Background: an optimization exercise with open tools, aiming at small area, a short achievable clock period and few clock cycles. Do not read the settings as production practice. Function was checked by simulation only, so behaviour that the tests miss may differ from the original. No activity file was given, so power comes from the tool's default toggle rates.

--- design/flow/config.mk ---
export PLATFORM = sky130hd
export DESIGN_NAME = e203_muldiv
export DESIGN_NICKNAME = e203_muldiv
export VERILOG_FILES = /design/flow/design.v
export SDC_FILE = /design/flow/constraint.sdc
export NUM_CORES = 4
export LEC_CHECK = 0
export CAP_MARGIN = 20
export CORE_MARGIN = 2
export CORE_UTILIZATION = 40
export PLACE_DENSITY = 0.6
export SLEW_MARGIN = 20
--- design/flow/constraint.sdc ---
create_clock -name core_clock -period 11.0 [get_ports {clk}]
set_input_delay 2.2000 -clock core_clock [delete_from_list [all_inputs] [get_ports {clk}]]
set_output_delay 2.2000 -clock core_clock [all_outputs]
set_load 0.01 [all_outputs]
--- design/flow/design.v ---
module sirv_gnrl_dfflrs # (
  parameter DW = 32
) (
  input               lden, 
  input      [DW-1:0] dnxt,
  output     [DW-1:0] qout,
  input               clk,
  input               rst_n
);
reg [DW-1:0] qout_r;
always @(posedge clk or negedge rst_n)
begin : DFFLRS_PROC
  if (rst_n == 1'b0)
    qout_r <= {DW{1'b1}};
  else if (lden == 1'b1)
    qout_r <= #1 dnxt;
end
assign qout = qout_r;
endmodule
module sirv_gnrl_dfflr # (
  parameter DW = 32
) (
  input               lden, 
  input      [DW-1:0] dnxt,
  output     [DW-1:0] qout,
  input               clk,
  input               rst_n
);
reg [DW-1:0] qout_r;
always @(posedge clk or negedge rst_n)
begin : DFFLR_PROC
  if (rst_n == 1'b0)
    qout_r <= {DW{1'b0}};
  else if (lden == 1'b1)
    qout_r <= #1 dnxt;
end
assign qout = qout_r;
endmodule
module sirv_gnrl_dffl # (
  parameter DW = 32
) (
  input               lden, 
  input      [DW-1:0] dnxt,
  output     [DW-1:0] qout,
  input               clk 
);
reg [DW-1:0] qout_r;
always @(posedge clk)
begin : DFFL_PROC
  if (lden == 1'b1)
    qout_r <= #1 dnxt;
end
assign qout = qout_r;
endmodule
module sirv_gnrl_dffrs # (
  parameter DW = 32
) (
  input      [DW-1:0] dnxt,
  output     [DW-1:0] qout,
  input               clk,
  input               rst_n
);
reg [DW-1:0] qout_r;
always @(posedge clk or negedge rst_n)
begin : DFFRS_PROC
  if (rst_n == 1'b0)
    qout_r <= {DW{1'b1}};
  else                  
    qout_r <= #1 dnxt;
end
assign qout = qout_r;
endmodule
module sirv_gnrl_dffr # (
  parameter DW = 32
) (
  input      [DW-1:0] dnxt,
  output     [DW-1:0] qout,
  input               clk,
  input               rst_n
);
reg [DW-1:0] qout_r;
always @(posedge clk or negedge rst_n)
begin : DFFR_PROC
  if (rst_n == 1'b0)
    qout_r <= {DW{1'b0}};
  else                  
    qout_r <= #1 dnxt;
end
assign qout = qout_r;
endmodule
module sirv_gnrl_ltch # (
  parameter DW = 32
) (
  input               lden, 
  input      [DW-1:0] dnxt,
  output     [DW-1:0] qout
);
reg [DW-1:0] qout_r;
always @ * 
begin : LTCH_PROC
  if (lden == 1'b1)
    qout_r <= dnxt;
end
assign qout = qout_r;
endmodule
module e203_exu_alu_dpath(
  input  alu_req_alu,
  input  alu_req_alu_add ,
  input  alu_req_alu_sub ,
  input  alu_req_alu_xor ,
  input  alu_req_alu_sll ,
  input  alu_req_alu_srl ,
  input  alu_req_alu_sra ,
  input  alu_req_alu_or  ,
  input  alu_req_alu_and ,
  input  alu_req_alu_slt ,
  input  alu_req_alu_sltu,
  input  alu_req_alu_lui ,
  input  [32-1:0] alu_req_alu_op1,
  input  [32-1:0] alu_req_alu_op2,
  output [32-1:0] alu_req_alu_res,
  input  bjp_req_alu,
  input  [32-1:0] bjp_req_alu_op1,
  input  [32-1:0] bjp_req_alu_op2,
  input  bjp_req_alu_cmp_eq ,
  input  bjp_req_alu_cmp_ne ,
  input  bjp_req_alu_cmp_lt ,
  input  bjp_req_alu_cmp_gt ,
  input  bjp_req_alu_cmp_ltu,
  input  bjp_req_alu_cmp_gtu,
  input  bjp_req_alu_add,
  output bjp_req_alu_cmp_res,
  output [32-1:0] bjp_req_alu_add_res,
  input  agu_req_alu,
  input  [32-1:0] agu_req_alu_op1,
  input  [32-1:0] agu_req_alu_op2,
  input  agu_req_alu_swap,
  input  agu_req_alu_add ,
  input  agu_req_alu_and ,
  input  agu_req_alu_or  ,
  input  agu_req_alu_xor ,
  input  agu_req_alu_max ,
  input  agu_req_alu_min ,
  input  agu_req_alu_maxu,
  input  agu_req_alu_minu,
  output [32-1:0] agu_req_alu_res,
  input  agu_sbf_0_ena,
  input  [32-1:0] agu_sbf_0_nxt,
  output [32-1:0] agu_sbf_0_r,
  input  agu_sbf_1_ena,
  input  [32-1:0] agu_sbf_1_nxt,
  output [32-1:0] agu_sbf_1_r,
  input  muldiv_req_alu,
  input  [35-1:0] muldiv_req_alu_op1,
  input  [35-1:0] muldiv_req_alu_op2,
  input                              muldiv_req_alu_add ,
  input                              muldiv_req_alu_sub ,
  output [35-1:0] muldiv_req_alu_res,
  input           muldiv_sbf_0_ena,
  input  [33-1:0] muldiv_sbf_0_nxt,
  output [33-1:0] muldiv_sbf_0_r,
  input           muldiv_sbf_1_ena,
  input  [33-1:0] muldiv_sbf_1_nxt,
  output [33-1:0] muldiv_sbf_1_r,
  input  clk,
  input  rst_n
  );
  wire [32-1:0] mux_op1;
  wire [32-1:0] mux_op2;
  wire [32-1:0] misc_op1 = mux_op1[32-1:0];
  wire [32-1:0] misc_op2 = mux_op2[32-1:0];
  wire [32-1:0] shifter_op1 = alu_req_alu_op1[32-1:0];
  wire [32-1:0] shifter_op2 = alu_req_alu_op2[32-1:0];
  wire op_max;  
  wire op_min ; 
  wire op_maxu;
  wire op_minu;
  wire op_add;
  wire op_sub;
  wire op_addsub = op_add | op_sub; 
  wire op_or;
  wire op_xor;
  wire op_and;
  wire op_sll;
  wire op_srl;
  wire op_sra;
  wire op_slt;
  wire op_sltu;
  wire op_mvop2;
  wire op_cmp_eq ;
  wire op_cmp_ne ;
  wire op_cmp_lt ;
  wire op_cmp_gt ;
  wire op_cmp_ltu;
  wire op_cmp_gtu;
  wire cmp_res;
  wire sbf_0_ena;
  wire [33-1:0] sbf_0_nxt;
  wire [33-1:0] sbf_0_r;
  wire sbf_1_ena;
  wire [33-1:0] sbf_1_nxt;
  wire [33-1:0] sbf_1_r;
  wire [32-1:0] shifter_in1;
  wire [5-1:0] shifter_in2;
  wire [32-1:0] shifter_res;
  wire op_shift = op_sra | op_sll | op_srl; 
  assign shifter_in1 = {32{op_shift}} &
           (
               (op_sra | op_srl) ? 
                 {
    shifter_op1[00],shifter_op1[01],shifter_op1[02],shifter_op1[03],
    shifter_op1[04],shifter_op1[05],shifter_op1[06],shifter_op1[07],
    shifter_op1[08],shifter_op1[09],shifter_op1[10],shifter_op1[11],
    shifter_op1[12],shifter_op1[13],shifter_op1[14],shifter_op1[15],
    shifter_op1[16],shifter_op1[17],shifter_op1[18],shifter_op1[19],
    shifter_op1[20],shifter_op1[21],shifter_op1[22],shifter_op1[23],
    shifter_op1[24],shifter_op1[25],shifter_op1[26],shifter_op1[27],
    shifter_op1[28],shifter_op1[29],shifter_op1[30],shifter_op1[31]
                 } : shifter_op1
           );
  assign shifter_in2 = {5{op_shift}} & shifter_op2[4:0];
  assign shifter_res = (shifter_in1 << shifter_in2);
  wire [32-1:0] sll_res = shifter_res;
  wire [32-1:0] srl_res =  
                 {
    shifter_res[00],shifter_res[01],shifter_res[02],shifter_res[03],
    shifter_res[04],shifter_res[05],shifter_res[06],shifter_res[07],
    shifter_res[08],shifter_res[09],shifter_res[10],shifter_res[11],
    shifter_res[12],shifter_res[13],shifter_res[14],shifter_res[15],
    shifter_res[16],shifter_res[17],shifter_res[18],shifter_res[19],
    shifter_res[20],shifter_res[21],shifter_res[22],shifter_res[23],
    shifter_res[24],shifter_res[25],shifter_res[26],shifter_res[27],
    shifter_res[28],shifter_res[29],shifter_res[30],shifter_res[31]
                 };
  wire [32-1:0] eff_mask = (~(32'b0)) >> shifter_in2;
  wire [32-1:0] sra_res =
               (srl_res & eff_mask) | ({32{shifter_op1[31]}} & (~eff_mask));
  wire op_unsigned = op_sltu | op_cmp_ltu | op_cmp_gtu | op_maxu | op_minu;
  wire [35-1:0] misc_adder_op1 =
      {{35-32{(~op_unsigned) & misc_op1[32-1]}},misc_op1};
  wire [35-1:0] misc_adder_op2 =
      {{35-32{(~op_unsigned) & misc_op2[32-1]}},misc_op2};
  wire [35-1:0] adder_op1 = 
      muldiv_req_alu ? muldiv_req_alu_op1 :
      misc_adder_op1;
  wire [35-1:0] adder_op2 = 
      muldiv_req_alu ? muldiv_req_alu_op2 :
      misc_adder_op2;
  wire adder_cin;
  wire [35-1:0] adder_in1;
  wire [35-1:0] adder_in2;
  wire [35-1:0] adder_res;
  wire adder_add;
  wire adder_sub;
  assign adder_add =
      muldiv_req_alu ? muldiv_req_alu_add :
      op_add; 
  assign adder_sub =
      muldiv_req_alu ? muldiv_req_alu_sub :
               (
               (op_sub) 
             | (op_cmp_lt | op_cmp_gt | 
                op_cmp_ltu | op_cmp_gtu |
                op_max | op_maxu |
                op_min | op_minu |
                op_slt | op_sltu 
               ));
  wire adder_addsub = adder_add | adder_sub; 
  assign adder_in1 = {35{adder_addsub}} & (adder_op1);
  assign adder_in2 = {35{adder_addsub}} & (adder_sub ? (~adder_op2) : adder_op2);
  assign adder_cin = adder_addsub & adder_sub;
  assign adder_res = adder_in1 + adder_in2 + adder_cin;
  wire [32-1:0] xorer_in1;
  wire [32-1:0] xorer_in2;
  wire xorer_op = 
               op_xor
             | (op_cmp_eq | op_cmp_ne); 
  assign xorer_in1 = {32{xorer_op}} & misc_op1;
  assign xorer_in2 = {32{xorer_op}} & misc_op2;
  wire [32-1:0] xorer_res = xorer_in1 ^ xorer_in2;
  wire [32-1:0] orer_res  = misc_op1 | misc_op2; 
  wire [32-1:0] ander_res = misc_op1 & misc_op2; 
  wire neq  = (|xorer_res); 
  wire cmp_res_ne  = (op_cmp_ne  & neq);
  wire cmp_res_eq  = op_cmp_eq  & (~neq);
  wire cmp_res_lt  = op_cmp_lt  & adder_res[32];
  wire cmp_res_ltu = op_cmp_ltu & adder_res[32];
  wire op1_gt_op2  = (~adder_res[32]);
  wire cmp_res_gt  = op_cmp_gt  & op1_gt_op2;
  wire cmp_res_gtu = op_cmp_gtu & op1_gt_op2;
  assign cmp_res = cmp_res_eq 
                 | cmp_res_ne 
                 | cmp_res_lt 
                 | cmp_res_gt  
                 | cmp_res_ltu 
                 | cmp_res_gtu; 
  wire [32-1:0] mvop2_res = misc_op2;
  wire op_slttu = (op_slt | op_sltu);
  wire slttu_cmp_lt = op_slttu & adder_res[32];
  wire [32-1:0] slttu_res = 
               slttu_cmp_lt ?
               32'b1 : 32'b0;
  wire maxmin_sel_op1 =  ((op_max | op_maxu) &   op1_gt_op2) 
                      |  ((op_min | op_minu) & (~op1_gt_op2));
  wire [32-1:0] maxmin_res  = maxmin_sel_op1 ? misc_op1 : misc_op2;  
  wire [32-1:0] alu_dpath_res = 
        ({32{op_or       }} & orer_res )
      | ({32{op_and      }} & ander_res)
      | ({32{op_xor      }} & xorer_res)
      | ({32{op_addsub   }} & adder_res[32-1:0])
      | ({32{op_srl      }} & srl_res)
      | ({32{op_sll      }} & sll_res)
      | ({32{op_sra      }} & sra_res)
      | ({32{op_mvop2    }} & mvop2_res)
      | ({32{op_slttu    }} & slttu_res)
      | ({32{op_max | op_maxu | op_min | op_minu}} & maxmin_res)
        ;
  sirv_gnrl_dffl #(33) sbf_0_dffl (sbf_0_ena, sbf_0_nxt, sbf_0_r, clk);
  sirv_gnrl_dffl #(33) sbf_1_dffl (sbf_1_ena, sbf_1_nxt, sbf_1_r, clk);
  localparam DPATH_MUX_WIDTH = ((32*2)+21);
  assign  {
     mux_op1
    ,mux_op2
    ,op_max  
    ,op_min  
    ,op_maxu 
    ,op_minu 
    ,op_add
    ,op_sub
    ,op_or
    ,op_xor
    ,op_and
    ,op_sll
    ,op_srl
    ,op_sra
    ,op_slt
    ,op_sltu
    ,op_mvop2
    ,op_cmp_eq 
    ,op_cmp_ne 
    ,op_cmp_lt 
    ,op_cmp_gt 
    ,op_cmp_ltu
    ,op_cmp_gtu
    }
    = 
        ({DPATH_MUX_WIDTH{alu_req_alu}} & {
             alu_req_alu_op1
            ,alu_req_alu_op2
            ,1'b0
            ,1'b0
            ,1'b0
            ,1'b0
            ,alu_req_alu_add
            ,alu_req_alu_sub
            ,alu_req_alu_or
            ,alu_req_alu_xor
            ,alu_req_alu_and
            ,alu_req_alu_sll
            ,alu_req_alu_srl
            ,alu_req_alu_sra
            ,alu_req_alu_slt
            ,alu_req_alu_sltu
            ,alu_req_alu_lui 
            ,1'b0
            ,1'b0
            ,1'b0
            ,1'b0
            ,1'b0
            ,1'b0
        })
      | ({DPATH_MUX_WIDTH{bjp_req_alu}} & {
             bjp_req_alu_op1
            ,bjp_req_alu_op2
            ,1'b0
            ,1'b0
            ,1'b0
            ,1'b0
            ,bjp_req_alu_add
            ,1'b0
            ,1'b0
            ,1'b0
            ,1'b0
            ,1'b0
            ,1'b0
            ,1'b0
            ,1'b0
            ,1'b0
            ,1'b0
            ,bjp_req_alu_cmp_eq 
            ,bjp_req_alu_cmp_ne 
            ,bjp_req_alu_cmp_lt 
            ,bjp_req_alu_cmp_gt 
            ,bjp_req_alu_cmp_ltu
            ,bjp_req_alu_cmp_gtu
        })
      | ({DPATH_MUX_WIDTH{agu_req_alu}} & {
             agu_req_alu_op1
            ,agu_req_alu_op2
            ,agu_req_alu_max  
            ,agu_req_alu_min  
            ,agu_req_alu_maxu 
            ,agu_req_alu_minu 
            ,agu_req_alu_add
            ,1'b0
            ,agu_req_alu_or
            ,agu_req_alu_xor
            ,agu_req_alu_and
            ,1'b0
            ,1'b0
            ,1'b0
            ,1'b0
            ,1'b0
            ,agu_req_alu_swap 
            ,1'b0
            ,1'b0
            ,1'b0
            ,1'b0
            ,1'b0
            ,1'b0
        })
        ;
  assign alu_req_alu_res     = alu_dpath_res[32-1:0];
  assign agu_req_alu_res     = alu_dpath_res[32-1:0];
  assign bjp_req_alu_add_res = alu_dpath_res[32-1:0];
  assign bjp_req_alu_cmp_res = cmp_res;
  assign muldiv_req_alu_res  = adder_res;
  assign sbf_0_ena = 
      muldiv_req_alu ? muldiv_sbf_0_ena : 
                 agu_sbf_0_ena;
  assign sbf_1_ena = 
      muldiv_req_alu ? muldiv_sbf_1_ena : 
                 agu_sbf_1_ena;
  assign sbf_0_nxt = 
      muldiv_req_alu ? muldiv_sbf_0_nxt : 
                 {1'b0,agu_sbf_0_nxt};
  assign sbf_1_nxt = 
      muldiv_req_alu ? muldiv_sbf_1_nxt : 
                 {1'b0,agu_sbf_1_nxt};
  assign agu_sbf_0_r = sbf_0_r[32-1:0];
  assign agu_sbf_1_r = sbf_1_r[32-1:0];
  assign muldiv_sbf_0_r = sbf_0_r;
  assign muldiv_sbf_1_r = sbf_1_r;
endmodule                                      
module e203_exu_alu_muldiv(
  input  mdv_nob2b,
  input  muldiv_i_valid,  
  output muldiv_i_ready,  
  input  [32-1:0] muldiv_i_rs1,
  input  [32-1:0] muldiv_i_rs2,
  input  [32-1:0] muldiv_i_imm,
  input  [((((((((((((((((((((((0+3-1)+1)+1-1)+1)+1-1)+1)+1-1)+1)+1-1)+1)+1-1)+1)+1-1)+1)+1-1)+1)+1-1)+1)+1-1)+1)+1-1)+1)-1:0] muldiv_i_info,
  input  [1-1:0] muldiv_i_itag,
  output muldiv_i_longpipe,
  input  flush_pulse,
  output muldiv_o_valid,  
  input  muldiv_o_ready,  
  output [32-1:0] muldiv_o_wbck_wdat,
  output muldiv_o_wbck_err,   
  output [35-1:0] muldiv_req_alu_op1,
  output [35-1:0] muldiv_req_alu_op2,
  output                                muldiv_req_alu_add ,
  output                                muldiv_req_alu_sub ,
  input  [35-1:0] muldiv_req_alu_res,
  output          muldiv_sbf_0_ena,
  output [33-1:0] muldiv_sbf_0_nxt,
  input  [33-1:0] muldiv_sbf_0_r,
  output          muldiv_sbf_1_ena,
  output [33-1:0] muldiv_sbf_1_nxt,
  input  [33-1:0] muldiv_sbf_1_r,
  input  clk,
  input  rst_n
  );
  wire muldiv_i_hsked = muldiv_i_valid & muldiv_i_ready;
  wire muldiv_o_hsked = muldiv_o_valid & muldiv_o_ready;
  wire flushed_r;
  wire flushed_set = flush_pulse;
  wire flushed_clr = muldiv_o_hsked & (~flush_pulse);
  wire flushed_ena = flushed_set | flushed_clr;
  wire flushed_nxt = flushed_set | (~flushed_clr);
  sirv_gnrl_dfflr #(1) flushed_dfflr (flushed_ena, flushed_nxt, flushed_r, clk, rst_n);
  wire i_mul    = muldiv_i_info[(((((0+3-1)+1)+1-1)+1)+1-1):((((0+3-1)+1)+1-1)+1)   ]; 
  wire i_mulh   = muldiv_i_info[(((((((0+3-1)+1)+1-1)+1)+1-1)+1)+1-1):((((((0+3-1)+1)+1-1)+1)+1-1)+1)  ];
  wire i_mulhsu = muldiv_i_info[(((((((((0+3-1)+1)+1-1)+1)+1-1)+1)+1-1)+1)+1-1):((((((((0+3-1)+1)+1-1)+1)+1-1)+1)+1-1)+1)];
  wire i_mulhu  = muldiv_i_info[(((((((((((0+3-1)+1)+1-1)+1)+1-1)+1)+1-1)+1)+1-1)+1)+1-1):((((((((((0+3-1)+1)+1-1)+1)+1-1)+1)+1-1)+1)+1-1)+1) ];
  wire i_div    = muldiv_i_info[(((((((((((((0+3-1)+1)+1-1)+1)+1-1)+1)+1-1)+1)+1-1)+1)+1-1)+1)+1-1):((((((((((((0+3-1)+1)+1-1)+1)+1-1)+1)+1-1)+1)+1-1)+1)+1-1)+1)   ];
  wire i_divu   = muldiv_i_info[(((((((((((((((0+3-1)+1)+1-1)+1)+1-1)+1)+1-1)+1)+1-1)+1)+1-1)+1)+1-1)+1)+1-1):((((((((((((((0+3-1)+1)+1-1)+1)+1-1)+1)+1-1)+1)+1-1)+1)+1-1)+1)+1-1)+1)  ];
  wire i_rem    = muldiv_i_info[(((((((((((((((((0+3-1)+1)+1-1)+1)+1-1)+1)+1-1)+1)+1-1)+1)+1-1)+1)+1-1)+1)+1-1)+1)+1-1):((((((((((((((((0+3-1)+1)+1-1)+1)+1-1)+1)+1-1)+1)+1-1)+1)+1-1)+1)+1-1)+1)+1-1)+1)   ];
  wire i_remu   = muldiv_i_info[(((((((((((((((((((0+3-1)+1)+1-1)+1)+1-1)+1)+1-1)+1)+1-1)+1)+1-1)+1)+1-1)+1)+1-1)+1)+1-1)+1)+1-1):((((((((((((((((((0+3-1)+1)+1-1)+1)+1-1)+1)+1-1)+1)+1-1)+1)+1-1)+1)+1-1)+1)+1-1)+1)+1-1)+1)  ];
  wire i_b2b    = muldiv_i_info[(((((((((((((((((((((0+3-1)+1)+1-1)+1)+1-1)+1)+1-1)+1)+1-1)+1)+1-1)+1)+1-1)+1)+1-1)+1)+1-1)+1)+1-1)+1)+1-1):((((((((((((((((((((0+3-1)+1)+1-1)+1)+1-1)+1)+1-1)+1)+1-1)+1)+1-1)+1)+1-1)+1)+1-1)+1)+1-1)+1)+1-1)+1)   ] & (~flushed_r) & (~mdv_nob2b);
  wire back2back_seq = i_b2b;
  wire mul_rs1_sign = (i_mulhu)            ? 1'b0 : muldiv_i_rs1[32-1];
  wire mul_rs2_sign = (i_mulhsu | i_mulhu) ? 1'b0 : muldiv_i_rs2[32-1];
  wire [32:0] mul_op1 = {mul_rs1_sign, muldiv_i_rs1};
  wire [32:0] mul_op2 = {mul_rs2_sign, muldiv_i_rs2};
  wire i_op_mul = i_mul | i_mulh | i_mulhsu | i_mulhu;
  wire i_op_div = i_div | i_divu | i_rem    | i_remu;
  localparam MULDIV_STATE_WIDTH = 3;
  wire [MULDIV_STATE_WIDTH-1:0] muldiv_state_nxt;
  wire [MULDIV_STATE_WIDTH-1:0] muldiv_state_r;
  wire muldiv_state_ena;
  localparam MULDIV_STATE_0TH = 3'd0;
  localparam MULDIV_STATE_EXEC = 3'd1;
  localparam MULDIV_STATE_REMD_CHCK = 3'd2;
  localparam MULDIV_STATE_QUOT_CORR = 3'd3;
  localparam MULDIV_STATE_REMD_CORR = 3'd4;
  wire [MULDIV_STATE_WIDTH-1:0] state_0th_nxt;
  wire [MULDIV_STATE_WIDTH-1:0] state_exec_nxt;
  wire [MULDIV_STATE_WIDTH-1:0] state_remd_chck_nxt;
  wire [MULDIV_STATE_WIDTH-1:0] state_quot_corr_nxt;
  wire [MULDIV_STATE_WIDTH-1:0] state_remd_corr_nxt;
  wire state_0th_exit_ena;
  wire state_exec_exit_ena;
  wire state_remd_chck_exit_ena;
  wire state_quot_corr_exit_ena;
  wire state_remd_corr_exit_ena;
  wire special_cases;
  wire muldiv_i_valid_nb2b = muldiv_i_valid & (~back2back_seq) & (~special_cases);
  wire   muldiv_sta_is_0th       = (muldiv_state_r == MULDIV_STATE_0TH   );
  wire   muldiv_sta_is_exec      = (muldiv_state_r == MULDIV_STATE_EXEC   );
  wire   muldiv_sta_is_remd_chck  = (muldiv_state_r == MULDIV_STATE_REMD_CHCK   );
  wire   muldiv_sta_is_quot_corr = (muldiv_state_r == MULDIV_STATE_QUOT_CORR   );
  wire   muldiv_sta_is_remd_corr = (muldiv_state_r == MULDIV_STATE_REMD_CORR   );
  assign state_0th_exit_ena = muldiv_sta_is_0th & muldiv_i_valid_nb2b & (~flush_pulse);
  assign state_0th_nxt      = MULDIV_STATE_EXEC;
  wire div_need_corrct; 
  wire mul_exec_last_cycle; 
  wire div_exec_last_cycle; 
  wire exec_last_cycle; 
  assign state_exec_exit_ena =  muldiv_sta_is_exec & ((
                           exec_last_cycle 
                         & (i_op_div ? 1'b1
                                            : muldiv_o_hsked))
            | flush_pulse);
  assign state_exec_nxt      = 
                (
                         flush_pulse ? MULDIV_STATE_0TH :
                         i_op_div ? MULDIV_STATE_REMD_CHCK
                                         : MULDIV_STATE_0TH
                );
  assign state_remd_chck_exit_ena = (muldiv_sta_is_remd_chck & ( 
                                              (div_need_corrct ? 1'b1
                                                         : muldiv_o_hsked) 
                                              | flush_pulse )) ;
  assign state_remd_chck_nxt      = flush_pulse ? MULDIV_STATE_0TH :
                         div_need_corrct ? MULDIV_STATE_QUOT_CORR
                                         : MULDIV_STATE_0TH;
  assign state_quot_corr_exit_ena = (muldiv_sta_is_quot_corr & (flush_pulse | 1'b1));
  assign state_quot_corr_nxt      = flush_pulse ? MULDIV_STATE_0TH : MULDIV_STATE_REMD_CORR;
  assign state_remd_corr_exit_ena = (muldiv_sta_is_remd_corr & (flush_pulse | muldiv_o_hsked));
  assign state_remd_corr_nxt      = flush_pulse ? MULDIV_STATE_0TH : MULDIV_STATE_0TH;
  assign muldiv_state_ena = state_0th_exit_ena 
                          | state_exec_exit_ena  
                          | state_remd_chck_exit_ena  
                          | state_quot_corr_exit_ena  
                          | state_remd_corr_exit_ena;  
  assign muldiv_state_nxt = 
              ({MULDIV_STATE_WIDTH{state_0th_exit_ena      }} & state_0th_nxt      )
            | ({MULDIV_STATE_WIDTH{state_exec_exit_ena     }} & state_exec_nxt     )
            | ({MULDIV_STATE_WIDTH{state_remd_chck_exit_ena}} & state_remd_chck_nxt)
            | ({MULDIV_STATE_WIDTH{state_quot_corr_exit_ena}} & state_quot_corr_nxt)
            | ({MULDIV_STATE_WIDTH{state_remd_corr_exit_ena}} & state_remd_corr_nxt)
              ;
  sirv_gnrl_dfflr #(MULDIV_STATE_WIDTH) muldiv_state_dfflr (muldiv_state_ena, muldiv_state_nxt, muldiv_state_r, clk, rst_n);
  wire state_exec_enter_ena = muldiv_state_ena & (muldiv_state_nxt == MULDIV_STATE_EXEC);
  localparam EXEC_CNT_W  = 6;
  localparam EXEC_CNT_1  = 6'd1 ;
  localparam EXEC_CNT_16 = 6'd16;
  localparam EXEC_CNT_32 = 6'd32;
  wire[EXEC_CNT_W-1:0] exec_cnt_r;
  wire exec_cnt_set = state_exec_enter_ena;
  wire exec_cnt_inc = muldiv_sta_is_exec & (~exec_last_cycle); 
  wire exec_cnt_ena = exec_cnt_inc | exec_cnt_set; 
  wire[EXEC_CNT_W-1:0] exec_cnt_nxt = exec_cnt_set ? EXEC_CNT_1 : (exec_cnt_r + 1'b1);
  sirv_gnrl_dfflr #(EXEC_CNT_W) exec_cnt_dfflr (exec_cnt_ena, exec_cnt_nxt, exec_cnt_r, clk, rst_n);
  wire cycle_0th  = muldiv_sta_is_0th;
  wire cycle_16th = (exec_cnt_r == EXEC_CNT_16);
  wire cycle_32nd = (exec_cnt_r == EXEC_CNT_32);
  assign mul_exec_last_cycle = cycle_16th;
  assign div_exec_last_cycle = cycle_32nd;
  assign exec_last_cycle = i_op_mul ? mul_exec_last_cycle : div_exec_last_cycle;
  wire [32:0] part_prdt_hi_r;
  wire [32:0] part_prdt_lo_r;
  wire [32:0] part_prdt_hi_nxt;
  wire [32:0] part_prdt_lo_nxt;
  wire part_prdt_sft1_r;
  wire [2:0] booth_code = cycle_0th  ? {muldiv_i_rs1[1:0],1'b0}
                        : cycle_16th ? {mul_rs1_sign,part_prdt_lo_r[0],part_prdt_sft1_r}
                        : {part_prdt_lo_r[1:0],part_prdt_sft1_r};
  wire booth_sel_zero = (booth_code == 3'b000) | (booth_code == 3'b111);
  wire booth_sel_two  = (booth_code == 3'b011) | (booth_code == 3'b100);
  wire booth_sel_one  = (~booth_sel_zero) & (~booth_sel_two);
  wire booth_sel_sub  = booth_code[2];  
  wire [35-1:0] mul_exe_alu_res = muldiv_req_alu_res;
  wire [35-1:0] mul_exe_alu_op2 = 
      ({35{booth_sel_zero}} & 35'b0) 
    | ({35{booth_sel_one }} & {mul_rs2_sign,mul_rs2_sign,mul_rs2_sign,muldiv_i_rs2}) 
    | ({35{booth_sel_two }} & {mul_rs2_sign,mul_rs2_sign,muldiv_i_rs2,1'b0}) 
      ;
  wire [35-1:0] mul_exe_alu_op1 =
       cycle_0th ? 35'b0 : {part_prdt_hi_r[32],part_prdt_hi_r[32],part_prdt_hi_r};  
  wire mul_exe_alu_add = (~booth_sel_sub);
  wire mul_exe_alu_sub = booth_sel_sub;
  assign part_prdt_hi_nxt = mul_exe_alu_res[34:2];
  assign part_prdt_lo_nxt = {mul_exe_alu_res[1:0],
                         (cycle_0th ? {mul_rs1_sign,muldiv_i_rs1[31:2]} : part_prdt_lo_r[32:2])
                         };
  wire part_prdt_sft1_nxt = cycle_0th ? muldiv_i_rs1[1] : part_prdt_lo_r[1];
  wire mul_exe_cnt_set = exec_cnt_set & i_op_mul;
  wire mul_exe_cnt_inc = exec_cnt_inc & i_op_mul; 
  wire part_prdt_hi_ena = mul_exe_cnt_set | mul_exe_cnt_inc | state_exec_exit_ena;
  wire part_prdt_lo_ena = part_prdt_hi_ena;
  sirv_gnrl_dfflr #(1) part_prdt_sft1_dfflr (part_prdt_lo_ena, part_prdt_sft1_nxt, part_prdt_sft1_r, clk, rst_n);
  wire[32-1:0] mul_res = i_mul ? part_prdt_lo_r[32:1] : mul_exe_alu_res[31:0];
  wire [32:0] part_remd_r;
  wire [32:0] part_quot_r;
  wire div_rs1_sign = (i_divu | i_remu) ? 1'b0 : muldiv_i_rs1[32-1];
  wire div_rs2_sign = (i_divu | i_remu) ? 1'b0 : muldiv_i_rs2[32-1];
  wire [65:0] dividend = {{33{div_rs1_sign}}, div_rs1_sign, muldiv_i_rs1};
  wire [33:0] divisor  = {div_rs2_sign, div_rs2_sign, muldiv_i_rs2};
  wire quot_0cycl = (dividend[65] ^ divisor[33]) ? 1'b0 : 1'b1; 
  wire [66:0] dividend_lsft1 = {dividend[65:0],quot_0cycl};
  wire prev_quot = cycle_0th ? quot_0cycl : part_quot_r[0];
  wire part_remd_sft1_r;
  wire [33:0] div_exe_alu_res = muldiv_req_alu_res[33:0];
  wire [33:0] div_exe_alu_op1 = cycle_0th ? dividend_lsft1[66:33] : {part_remd_sft1_r, part_remd_r[32:0]};
  wire [33:0] div_exe_alu_op2 = divisor;
  wire div_exe_alu_add = (~prev_quot);
  wire div_exe_alu_sub =   prev_quot ;
  wire current_quot = (div_exe_alu_res[33] ^ divisor[33]) ? 1'b0 : 1'b1;
  wire [66:0] div_exe_part_remd;
  assign div_exe_part_remd[66:33] = div_exe_alu_res;
  assign div_exe_part_remd[32: 0] = cycle_0th ? dividend_lsft1[32:0] : part_quot_r[32:0];
  wire [67:0] div_exe_part_remd_lsft1 = {div_exe_part_remd[66:0],current_quot};
  wire part_remd_ena;
  sirv_gnrl_dfflr #(1) part_remd_sft1_dfflr (part_remd_ena, div_exe_alu_res[32], part_remd_sft1_r, clk, rst_n);
  wire div_exe_cnt_set = exec_cnt_set & i_op_div;
  wire div_exe_cnt_inc = exec_cnt_inc & i_op_div; 
  wire corrct_phase = muldiv_sta_is_remd_corr | muldiv_sta_is_quot_corr;
  wire check_phase  = muldiv_sta_is_remd_chck;
  wire [33:0] div_quot_corr_alu_res;
  wire [33:0] div_remd_corr_alu_res;
  wire [32:0] div_remd = check_phase  ? part_remd_r [32:0]:
                         corrct_phase ? div_remd_corr_alu_res[32:0] :
                                        div_exe_part_remd[65:33];
  wire [32:0] div_quot = check_phase  ? part_quot_r [32:0]:
                         corrct_phase ? part_quot_r [32:0]: 
                                        {div_exe_part_remd[31:0],1'b1};
  wire [32:0] part_remd_nxt = corrct_phase ? div_remd_corr_alu_res[32:0] :
                              (muldiv_sta_is_exec & div_exec_last_cycle) ? div_remd :
                                                          div_exe_part_remd_lsft1[65:33];
  wire [32:0] part_quot_nxt = corrct_phase ? div_quot_corr_alu_res[32:0] :
                              (muldiv_sta_is_exec & div_exec_last_cycle) ? div_quot :
                                                          div_exe_part_remd_lsft1[32: 0];
  wire [33:0] div_remd_chck_alu_res = muldiv_req_alu_res[33:0];
  wire [33:0] div_remd_chck_alu_op1 = {part_remd_r[32], part_remd_r};
  wire [33:0] div_remd_chck_alu_op2 = divisor;
  wire div_remd_chck_alu_add = 1'b1;
  wire div_remd_chck_alu_sub = 1'b0;
  wire remd_is_0 = ~(|part_remd_r);
  wire remd_is_neg_divs = ~(|div_remd_chck_alu_res); 
  wire remd_is_divs = (part_remd_r == divisor[32:0]);
  assign div_need_corrct = i_op_div & (
                                ((part_remd_r[32] ^ dividend[65]) & (~remd_is_0))
                              | remd_is_neg_divs
                              | remd_is_divs
                            );
  wire remd_inc_quot_dec = (part_remd_r[32] ^ divisor[33]);
  assign div_quot_corr_alu_res = muldiv_req_alu_res[33:0];
  wire [33:0] div_quot_corr_alu_op1 = {part_quot_r[32], part_quot_r};
  wire [33:0] div_quot_corr_alu_op2 = 34'b1;
  wire div_quot_corr_alu_add = (~remd_inc_quot_dec);
  wire div_quot_corr_alu_sub = remd_inc_quot_dec;
  assign div_remd_corr_alu_res = muldiv_req_alu_res[33:0];
  wire [33:0] div_remd_corr_alu_op1 = {part_remd_r[32], part_remd_r};
  wire [33:0] div_remd_corr_alu_op2 = divisor;
  wire div_remd_corr_alu_add = remd_inc_quot_dec;
  wire div_remd_corr_alu_sub = ~remd_inc_quot_dec;
  assign part_remd_ena = div_exe_cnt_set | div_exe_cnt_inc | state_exec_exit_ena | state_remd_corr_exit_ena;
  wire part_quot_ena = div_exe_cnt_set | div_exe_cnt_inc | state_exec_exit_ena | state_quot_corr_exit_ena;
  wire[32-1:0] div_res = (i_div | i_divu) ? div_quot[32-1:0] : div_remd[32-1:0];
  wire div_by_0 = ~(|muldiv_i_rs2); 
  wire div_ovf  = (i_div | i_rem) & (&muldiv_i_rs2)   
                & muldiv_i_rs1[32-1] & (~(|muldiv_i_rs1[32-2:0]));
  wire[32-1:0] div_by_0_res_quot = ~32'b0;
  wire[32-1:0] div_by_0_res_remd = dividend[32-1:0];
  wire[32-1:0] div_by_0_res = (i_div | i_divu) ? div_by_0_res_quot : div_by_0_res_remd;
  wire[32-1:0] div_ovf_res_quot  = {1'b1,{32-1{1'b0}}};
  wire[32-1:0] div_ovf_res_remd  = 32'b0;
  wire[32-1:0] div_ovf_res = (i_div | i_divu) ? div_ovf_res_quot : div_ovf_res_remd;
  wire div_special_cases = i_op_div & (div_by_0 | div_ovf);
  wire[32-1:0] div_special_res = div_by_0 ? div_by_0_res : div_ovf_res;
  assign special_cases = div_special_cases; 
  wire[32-1:0] special_res = div_special_res; 
  wire [32-1:0] back2back_mul_res = {part_prdt_lo_r[32-2:0],part_prdt_sft1_r}; 
  wire [32-1:0] back2back_mul_rem = part_remd_r[32-1:0];
  wire [32-1:0] back2back_mul_div = part_quot_r[32-1:0];
  wire [32-1:0] back2back_res = (
             ({32{i_mul         }} & back2back_mul_res)
           | ({32{i_rem | i_remu}} & back2back_mul_rem)
           | ({32{i_div | i_divu}} & back2back_mul_div)
     );
  wire wbck_condi = (back2back_seq | special_cases) ? 1'b1 : 
                       (
                           (muldiv_sta_is_exec & exec_last_cycle & (~i_op_div))
                         | (muldiv_sta_is_remd_chck & (~div_need_corrct)) 
                         | muldiv_sta_is_remd_corr 
                       );
  assign muldiv_o_valid = wbck_condi & muldiv_i_valid;
  assign muldiv_i_ready = wbck_condi & muldiv_o_ready;
  wire res_sel_spl = special_cases;
  wire res_sel_b2b  = back2back_seq & (~special_cases);
  wire res_sel_div  = (~back2back_seq) & (~special_cases) & i_op_div;
  wire res_sel_mul  = (~back2back_seq) & (~special_cases) & i_op_mul;
  assign muldiv_o_wbck_wdat = 
               ({32{res_sel_b2b}} & back2back_res)
             | ({32{res_sel_spl}} & special_res)
             | ({32{res_sel_div}} & div_res)
             | ({32{res_sel_mul}} & mul_res);
  assign muldiv_o_wbck_err = 1'b0;
  wire req_alu_sel1 = i_op_mul;
  wire req_alu_sel2 = i_op_div & (muldiv_sta_is_0th | muldiv_sta_is_exec);
  wire req_alu_sel3 = i_op_div & muldiv_sta_is_quot_corr;
  wire req_alu_sel4 = i_op_div & muldiv_sta_is_remd_corr;
  wire req_alu_sel5 = i_op_div & muldiv_sta_is_remd_chck;
  assign muldiv_req_alu_op1 = 
             ({35{req_alu_sel1}} & mul_exe_alu_op1      )
           | ({35{req_alu_sel2}} & {{35-34{1'b0}},div_exe_alu_op1      })
           | ({35{req_alu_sel3}} & {{35-34{1'b0}},div_quot_corr_alu_op1})
           | ({35{req_alu_sel4}} & {{35-34{1'b0}},div_remd_corr_alu_op1}) 
           | ({35{req_alu_sel5}} & {{35-34{1'b0}},div_remd_chck_alu_op1});
  assign muldiv_req_alu_op2 = 
             ({35{req_alu_sel1}} & mul_exe_alu_op2      )
           | ({35{req_alu_sel2}} & {{35-34{1'b0}},div_exe_alu_op2      })
           | ({35{req_alu_sel3}} & {{35-34{1'b0}},div_quot_corr_alu_op2})
           | ({35{req_alu_sel4}} & {{35-34{1'b0}},div_remd_corr_alu_op2}) 
           | ({35{req_alu_sel5}} & {{35-34{1'b0}},div_remd_chck_alu_op2});
  assign muldiv_req_alu_add  = 
             (req_alu_sel1 & mul_exe_alu_add      )
           | (req_alu_sel2 & div_exe_alu_add      )
           | (req_alu_sel3 & div_quot_corr_alu_add)
           | (req_alu_sel4 & div_remd_corr_alu_add) 
           | (req_alu_sel5 & div_remd_chck_alu_add);
  assign muldiv_req_alu_sub  = 
             (req_alu_sel1 & mul_exe_alu_sub      )
           | (req_alu_sel2 & div_exe_alu_sub      )
           | (req_alu_sel3 & div_quot_corr_alu_sub)
           | (req_alu_sel4 & div_remd_corr_alu_sub) 
           | (req_alu_sel5 & div_remd_chck_alu_sub);
  assign muldiv_sbf_0_ena = part_remd_ena | part_prdt_hi_ena;
  assign muldiv_sbf_0_nxt = i_op_mul ? part_prdt_hi_nxt : part_remd_nxt;
  assign muldiv_sbf_1_ena = part_quot_ena | part_prdt_lo_ena;
  assign muldiv_sbf_1_nxt = i_op_mul ? part_prdt_lo_nxt : part_quot_nxt;
  assign part_remd_r = muldiv_sbf_0_r;
  assign part_quot_r = muldiv_sbf_1_r;
  assign part_prdt_hi_r = muldiv_sbf_0_r;
  assign part_prdt_lo_r = muldiv_sbf_1_r;
  assign muldiv_i_longpipe = 1'b0;
endmodule                                      
module e203_muldiv (
  input         clk,
  input         rst_n,
  input         i_valid,
  output        i_ready,
  input  [2:0]  i_op,
  input  [31:0] i_rs1,
  input  [31:0] i_rs2,
  input         flush,
  output        o_valid,
  input         o_ready,
  output [31:0] o_wdat
);
  wire [((((((((((((((((((((((0+3-1)+1)+1-1)+1)+1-1)+1)+1-1)+1)+1-1)+1)+1-1)+1)+1-1)+1)+1-1)+1)+1-1)+1)+1-1)+1)+1-1)+1)-1:0] info;
  assign info[(0+3-1):0]           = 3'd4;
  assign info[(((0+3-1)+1)+1-1):((0+3-1)+1)]          = 1'b1;
  assign info[(((((0+3-1)+1)+1-1)+1)+1-1):((((0+3-1)+1)+1-1)+1)   ] = (i_op == 3'd0);
  assign info[(((((((0+3-1)+1)+1-1)+1)+1-1)+1)+1-1):((((((0+3-1)+1)+1-1)+1)+1-1)+1)  ] = (i_op == 3'd1);
  assign info[(((((((((0+3-1)+1)+1-1)+1)+1-1)+1)+1-1)+1)+1-1):((((((((0+3-1)+1)+1-1)+1)+1-1)+1)+1-1)+1)] = (i_op == 3'd2);
  assign info[(((((((((((0+3-1)+1)+1-1)+1)+1-1)+1)+1-1)+1)+1-1)+1)+1-1):((((((((((0+3-1)+1)+1-1)+1)+1-1)+1)+1-1)+1)+1-1)+1) ] = (i_op == 3'd3);
  assign info[(((((((((((((0+3-1)+1)+1-1)+1)+1-1)+1)+1-1)+1)+1-1)+1)+1-1)+1)+1-1):((((((((((((0+3-1)+1)+1-1)+1)+1-1)+1)+1-1)+1)+1-1)+1)+1-1)+1)   ] = (i_op == 3'd4);
  assign info[(((((((((((((((0+3-1)+1)+1-1)+1)+1-1)+1)+1-1)+1)+1-1)+1)+1-1)+1)+1-1)+1)+1-1):((((((((((((((0+3-1)+1)+1-1)+1)+1-1)+1)+1-1)+1)+1-1)+1)+1-1)+1)+1-1)+1)  ] = (i_op == 3'd5);
  assign info[(((((((((((((((((0+3-1)+1)+1-1)+1)+1-1)+1)+1-1)+1)+1-1)+1)+1-1)+1)+1-1)+1)+1-1)+1)+1-1):((((((((((((((((0+3-1)+1)+1-1)+1)+1-1)+1)+1-1)+1)+1-1)+1)+1-1)+1)+1-1)+1)+1-1)+1)   ] = (i_op == 3'd6);
  assign info[(((((((((((((((((((0+3-1)+1)+1-1)+1)+1-1)+1)+1-1)+1)+1-1)+1)+1-1)+1)+1-1)+1)+1-1)+1)+1-1)+1)+1-1):((((((((((((((((((0+3-1)+1)+1-1)+1)+1-1)+1)+1-1)+1)+1-1)+1)+1-1)+1)+1-1)+1)+1-1)+1)+1-1)+1)  ] = (i_op == 3'd7);
  assign info[(((((((((((((((((((((0+3-1)+1)+1-1)+1)+1-1)+1)+1-1)+1)+1-1)+1)+1-1)+1)+1-1)+1)+1-1)+1)+1-1)+1)+1-1)+1)+1-1):((((((((((((((((((((0+3-1)+1)+1-1)+1)+1-1)+1)+1-1)+1)+1-1)+1)+1-1)+1)+1-1)+1)+1-1)+1)+1-1)+1)+1-1)+1)   ] = 1'b0;
  wire [35-1:0] req_alu_op1;
  wire [35-1:0] req_alu_op2;
  wire                                req_alu_add;
  wire                                req_alu_sub;
  wire [35-1:0] req_alu_res;
  wire          sbf_0_ena;
  wire [33-1:0] sbf_0_nxt;
  wire [33-1:0] sbf_0_r;
  wire          sbf_1_ena;
  wire [33-1:0] sbf_1_nxt;
  wire [33-1:0] sbf_1_r;
  wire          wbck_err;
  wire          longpipe;
  e203_exu_alu_muldiv u_muldiv (
    .mdv_nob2b          (1'b1),
    .muldiv_i_valid     (i_valid),
    .muldiv_i_ready     (i_ready),
    .muldiv_i_rs1       (i_rs1),
    .muldiv_i_rs2       (i_rs2),
    .muldiv_i_imm       (32'b0),
    .muldiv_i_info      (info),
    .muldiv_i_itag      ({1{1'b0}}),
    .muldiv_i_longpipe  (longpipe),
    .flush_pulse        (flush),
    .muldiv_o_valid     (o_valid),
    .muldiv_o_ready     (o_ready),
    .muldiv_o_wbck_wdat (o_wdat),
    .muldiv_o_wbck_err  (wbck_err),
    .muldiv_req_alu_op1 (req_alu_op1),
    .muldiv_req_alu_op2 (req_alu_op2),
    .muldiv_req_alu_add (req_alu_add),
    .muldiv_req_alu_sub (req_alu_sub),
    .muldiv_req_alu_res (req_alu_res),
    .muldiv_sbf_0_ena   (sbf_0_ena),
    .muldiv_sbf_0_nxt   (sbf_0_nxt),
    .muldiv_sbf_0_r     (sbf_0_r),
    .muldiv_sbf_1_ena   (sbf_1_ena),
    .muldiv_sbf_1_nxt   (sbf_1_nxt),
    .muldiv_sbf_1_r     (sbf_1_r),
    .clk                (clk),
    .rst_n              (rst_n)
  );
  wire [31:0] unused_alu_res;
  wire        unused_bjp_cmp_res;
  wire [31:0] unused_bjp_add_res;
  wire [31:0] unused_agu_res;
  wire [31:0] unused_agu_sbf_0_r;
  wire [31:0] unused_agu_sbf_1_r;
  e203_exu_alu_dpath u_dpath (
    .alu_req_alu         (1'b0),
    .alu_req_alu_add     (1'b0),
    .alu_req_alu_sub     (1'b0),
    .alu_req_alu_xor     (1'b0),
    .alu_req_alu_sll     (1'b0),
    .alu_req_alu_srl     (1'b0),
    .alu_req_alu_sra     (1'b0),
    .alu_req_alu_or      (1'b0),
    .alu_req_alu_and     (1'b0),
    .alu_req_alu_slt     (1'b0),
    .alu_req_alu_sltu    (1'b0),
    .alu_req_alu_lui     (1'b0),
    .alu_req_alu_op1     (32'b0),
    .alu_req_alu_op2     (32'b0),
    .alu_req_alu_res     (unused_alu_res),
    .bjp_req_alu         (1'b0),
    .bjp_req_alu_op1     (32'b0),
    .bjp_req_alu_op2     (32'b0),
    .bjp_req_alu_cmp_eq  (1'b0),
    .bjp_req_alu_cmp_ne  (1'b0),
    .bjp_req_alu_cmp_lt  (1'b0),
    .bjp_req_alu_cmp_gt  (1'b0),
    .bjp_req_alu_cmp_ltu (1'b0),
    .bjp_req_alu_cmp_gtu (1'b0),
    .bjp_req_alu_add     (1'b0),
    .bjp_req_alu_cmp_res (unused_bjp_cmp_res),
    .bjp_req_alu_add_res (unused_bjp_add_res),
    .agu_req_alu         (1'b0),
    .agu_req_alu_op1     (32'b0),
    .agu_req_alu_op2     (32'b0),
    .agu_req_alu_swap    (1'b0),
    .agu_req_alu_add     (1'b0),
    .agu_req_alu_and     (1'b0),
    .agu_req_alu_or      (1'b0),
    .agu_req_alu_xor     (1'b0),
    .agu_req_alu_max     (1'b0),
    .agu_req_alu_min     (1'b0),
    .agu_req_alu_maxu    (1'b0),
    .agu_req_alu_minu    (1'b0),
    .agu_req_alu_res     (unused_agu_res),
    .agu_sbf_0_ena       (1'b0),
    .agu_sbf_0_nxt       (32'b0),
    .agu_sbf_0_r         (unused_agu_sbf_0_r),
    .agu_sbf_1_ena       (1'b0),
    .agu_sbf_1_nxt       (32'b0),
    .agu_sbf_1_r         (unused_agu_sbf_1_r),
    .muldiv_req_alu      (i_valid),
    .muldiv_req_alu_op1  (req_alu_op1),
    .muldiv_req_alu_op2  (req_alu_op2),
    .muldiv_req_alu_add  (req_alu_add),
    .muldiv_req_alu_sub  (req_alu_sub),
    .muldiv_req_alu_res  (req_alu_res),
    .muldiv_sbf_0_ena    (sbf_0_ena),
    .muldiv_sbf_0_nxt    (sbf_0_nxt),
    .muldiv_sbf_0_r      (sbf_0_r),
    .muldiv_sbf_1_ena    (sbf_1_ena),
    .muldiv_sbf_1_nxt    (sbf_1_nxt),
    .muldiv_sbf_1_r      (sbf_1_r),
    .clk                 (clk),
    .rst_n               (rst_n)
  );
endmodule
--- design/flow/run.sh ---
#!/bin/bash
# synth_recipe.tcl (not shown) runs the flow's synth.tcl, then flattens the netlist and writes it again
# the make line also repeats each setting of config.mk as NAME=value (left out here)
make -C /OpenROAD-flow-scripts/flow DESIGN_CONFIG=/design/flow/config.mk WORK_HOME=/design/flow/orfs CLKGATE_MAP_FILE= SYNTH_SCRIPT=/design/flow/synth_recipe.tcl finish
==> results by group <==
Layout
  • Antenna diodes: 0
  • Nets: 1,789
  • Layout Cells excl Fill: 2,057
  • Area grow syn2layout: 18.06%
  • Layout cells sized above 1: 0.08605

Critical path
  • CP required: 8.80 ns
  • Reg2reg path depth: 22
  • RR Startpoint: u_muldiv.muldiv_state_dfflr.qout_r[2]$_DFFE_PN0P_
  • Flop-to-flop setup slack: 4.46 ns
  • Worst setup EP type: output port
  • Worst-path maximum fanout: 5
  • Critical Path Sink: i_ready
  • Worst Setup SP: i_rs1[31]
  • CP arrival: 8.52 ns
  • Worst r2r dst: u_muldiv.muldiv_state_dfflr.qout_r[1]$_DFFE_PN0P_
  • Crit path kind: primary input to output port
  • Setup crit start kind: primary input

Placement
  • Placed instance count: 2,040
  • Post-DP HPWL: 38,140 um
  • Dpl ws: 0.3295 ns
  • Placer Congestion: 0.9664
  • PortBufs: 105

Synth
  • Avg Inst Size Synth: 6.858 um2
  • #FFs+latches synth: 77
  • Synth top cells by count: 271 x nand2_1, 178 x a21oi_1, 152 x nor2_1, 133 x o21ai_0, 111 x clkbuf_1
  • Post-synthesis sequential area ratio: 0.2038
  • Ys async rst share: 0.1429
  • Ranking of synthesized cells by area: edfxtp_1 18%, nand2_1 9.2%, a21oi_1 8.0%
  • Mapped Area: 11,080 um2
  • Netlist cell types: 80
  • Gate count of the mapped netlist: 1,615
  • Count leader, synth: nand2_1
  • Prevailing post-synth register cell: edfxtp_1
  • Syn_nets: 1,724
  • Top-area cell type share of the netlist area: 0.1789
  • Number of synthesized flops with an enable pin: 66
  • Cell taking the most area after synthesis: edfxtp_1
  • Yosys Warn Count: 4

Power and ir drop
  • Power share of the combinational group: 0.765
  • Internal power: 1.790 mW
  • Seq pwr share: 0.153
  • Sw Pwr: 2.161 mW
  • Clk network pwr share: 0.081
  • Switch share: 0.5469
  • Power Density: 302.1 nW/um2
  • Leakage: 4.807 nW
  • Max IR drop VDD: 129.2 uV

Floorplanning
  • Die X: 170.4 um
  • FP Rows: 60
  • Io pins: 106
  • Starting density of the core: 0.4087
  • Core Area: 27,100 um2
  • Die Y: 170.4 um
  • Die area: 29,040 um2

Timing
  • Final period utilization: 0.9744
  • Clock skew: 0.01439 ns
  • Worst-Margin Slew: 0.9307 ns
  • Pins Over Slew Limit: 0
  • Final hold vios: 0
  • Rel. slew slack: 0.3768
  • Worst setup margin: 0.2820 ns
  • Fmax: 0.09330 GHz
  • Final setup violating endpoints: 0
  • Hold Worst Slack: 0.5612 ns
  • Min cycle time layout: 10.72 ns

Job
  • Max-cap violation count: 0

Clock tree
  • Root Buffer: clkbuf_16
  • Total CTS buffers: 9
  • CTS tree: built
  • Hold-fix buffers, CTS: 0
  • Clock Latency Late Sink: 0.35 ns
  • CTS HTree Levels: 3
  • Total clock sinks: 77
  • Clock Path Buffers: 2
  • Clock slew at reported path FFs: 0.06 ns

Routing
  • Final WL: 51,870 um
  • WL per Instance: 25.21 um
  • Routed Antenna Nets: 0
  • Via Count: 13,810
  • Drt first pass iters: 6
  • DR DRC count: 0
  • Initial drt markers: 2,217
  • Vias/cell: 6.715

GRT
  • Pin count of the biggest net entering global routing: 72
  • Vias in the first global route: 12,570
  • Gr usage total: 0.3513
  • Initial antenna violation count: 1
  • First-pass GRT wire length: 77,780 um
  • GRT overflow: 0

Run status
  • Status: finished clean

Worst hold path
  • Hold WC Path Type: flip-flop to flip-flop
  • Hold Path Cell Cnt: 1
stage by stage:
stage / power (mW) / setup TNS [ns] / instance area, um2 / util
2_1_floorplan: 2.385 / 0 / 11080 / -
4_1_cts: 3.832 / 0 / 13050 / 0.4815
5_1_grt: 4.175 / -0.01911 / 13080 / 0.4825
6_report: 3.950 / 0 / 13080 / 0.4825
3_3_place_gp: 3.495 / 0 / 12740 / 0.4700
3_5_place_dp: 3.493 / 0 / 12740 / 0.4700
placed cells by master, fill, tap and decap left out, types with 6 or more instances in the layout:
cell,n
a311oi_1,30
dfrtp_1,11
a211o_1,7
a222oi_1,13
nor4_1,34
nand2_1,269
o2111ai_1,10
a31oi_1,9
nor2_2,6
o21a_1,6
a21oi_2,7
inv_1,22
nand2b_1,22
and3_1,13
buf_4,80
a21o_1,14
a221oi_1,10
clkbuf_16,9
xor2_1,51
nor2b_1,6
nand4_1,25
mux2i_1,8
o211ai_1,21
o21ai_0,133
a22oi_1,44
a211oi_1,42
edfxtp_1,66
ha_1,35
a21oi_1,174
nor3_1,29
nor2_1,146
o31ai_1,14
nand3_1,51
and2_1,16
xnor2_1,51
clkdlybuf4s50_1,103
final cells by class:
class	instances	area (um2)
clock buffer	11	252.7
inverter	22	82.58
multi-input combinational	1384	8292
fill	2765	14020
tap	372	465.4
timing repair buffer	186	1668
clock inverter	5	58.81
sequential	77	2257
worst max-delay path, cell delays in order:
cell and delay, ns:
clkdlybuf4s50_1 0.46, buf_4 0.18, inv_1 0.09, a21oi_1 0.06
mux2i_1 0.18, nand2_1 0.16, o21ai_0 0.41, nor2_2 0.12
buf_4 0.16, a22oi_1 0.20, xor2_1 0.17, nor2b_1 0.19
inv_1 0.07, fa_1 0.41, nand2b_1 0.20, a21o_1 0.18
a21o_1 0.20, a21oi_4 0.24, o21a_2 0.17, nor3_1 0.05
or4_1 0.57, or4_1 0.50, o41ai_2 0.34, buf_4 0.20
o2111ai_1 0.13, and2_1 0.20, clkdlybuf4s50_1 0.47
kinds of logic after synthesis:
family / share of synthesized area
buffers and inverters: 0.05456
adders and majority gates: 0.04315
xor gates and xnor gates: 0.08066
DFF: 0.2038
muxes: 0.01028
and+or+nand+nor: 0.2691
AOI/OAI and AO/OA: 0.3385
registers in the layout, summed over array words and instances, names as in the netlist:
register / flops
u_muldiv.muldiv_state_dfflr.qout_r: 3
u_muldiv.part_remd_sft1_dfflr.qout_r: 1
u_dpath.sbf_1_dffl.qout_r: 33
u_muldiv.part_prdt_sft1_dfflr.qout_r: 1
u_dpath.sbf_0_dffl.qout_r: 33
u_muldiv.exec_cnt_dfflr.qout_r: 6
worst min-delay path by stage:
stage	start	to	slack [ns]
finish	u_muldiv.part_remd_sft1_dfflr.qout_r$_DFFE_PN0P_	u_muldiv.part_remd_sft1_dfflr.qout_r$_DFFE_PN0P_	0.56
global route	u_muldiv.part_remd_sft1_dfflr.qout_r$_DFFE_PN0P_	u_muldiv.part_remd_sft1_dfflr.qout_r$_DFFE_PN0P_	0.57
CTS	u_muldiv.part_remd_sft1_dfflr.qout_r$_DFFE_PN0P_	u_muldiv.part_remd_sft1_dfflr.qout_r$_DFFE_PN0P_	0.55
detailed placement	u_muldiv.part_remd_sft1_dfflr.qout_r$_DFFE_PN0P_	u_muldiv.part_remd_sft1_dfflr.qout_r$_DFFE_PN0P_	0.53
global placement	u_muldiv.part_remd_sft1_dfflr.qout_r$_DFFE_PN0P_	u_muldiv.part_remd_sft1_dfflr.qout_r$_DFFE_PN0P_	0.54
floorplan	u_muldiv.part_remd_sft1_dfflr.qout_r$_DFFE_PN0P_	u_muldiv.part_remd_sft1_dfflr.qout_r$_DFFE_PN0P_	0.47
per-layer routing:
layer | track usage | vias up | wire length, um
li1 | - | 6153 | -
met1 | 0.5181 | 6510 | 21750
met2 | 0.5170 | 1033 | 21430
met3 | 0.07884 | 117 | 7360
met4 | 0.08175 | 0 | 1332
met5 | 0 | - | 0
power groups by stage:
stage | Sequential, mW | Clock (mW) | Combinational (mW)
after floorplan | 0.529 | 0 | 1.86
after global placement | 0.598 | 0 | 2.90
after detailed placement | 0.598 | 0 | 2.89
after CTS | 0.592 | 0.321 | 2.92
after global routing | 0.611 | 0.331 | 3.23
final | 0.606 | 0.321 | 3.02
what timing repair did:
action | CTS | global route
buffers inserted | 0 | 1
resized for setup | 0 | 4
endpoints found under the setup margin | 0 | 2
Testbench counts, summed over its fixed seeds: cycles 40,989.

[what the ideal ports hide]
Ports are ideal in the flow. The routed layout listed here was re-timed in OpenROAD. Step 1: set_driving_cell puts a clkbuf_16 on clk and a buf_2 on each other input, an assumption about the parent block. Step 2, shift: input delay + t, output delay - t, t = (earliest + latest rising clock arrival at the registers) / 2. This alone moves slack from input paths to output paths. Three values: ideal ports, drivers, drivers and shift; two values: the first two.
t (ns): 0.390
slack for setup (ns): 0.282 / 0.259 / 0.259
worst hold slack (ns): 0.561 / 0.561 / 0.561
worst setup path at the end: input to output
After both steps this run still meets setup and hold. For this run, drivers alone change the setup slack by -0.023 ns; drivers and shift together by -0.023 ns.
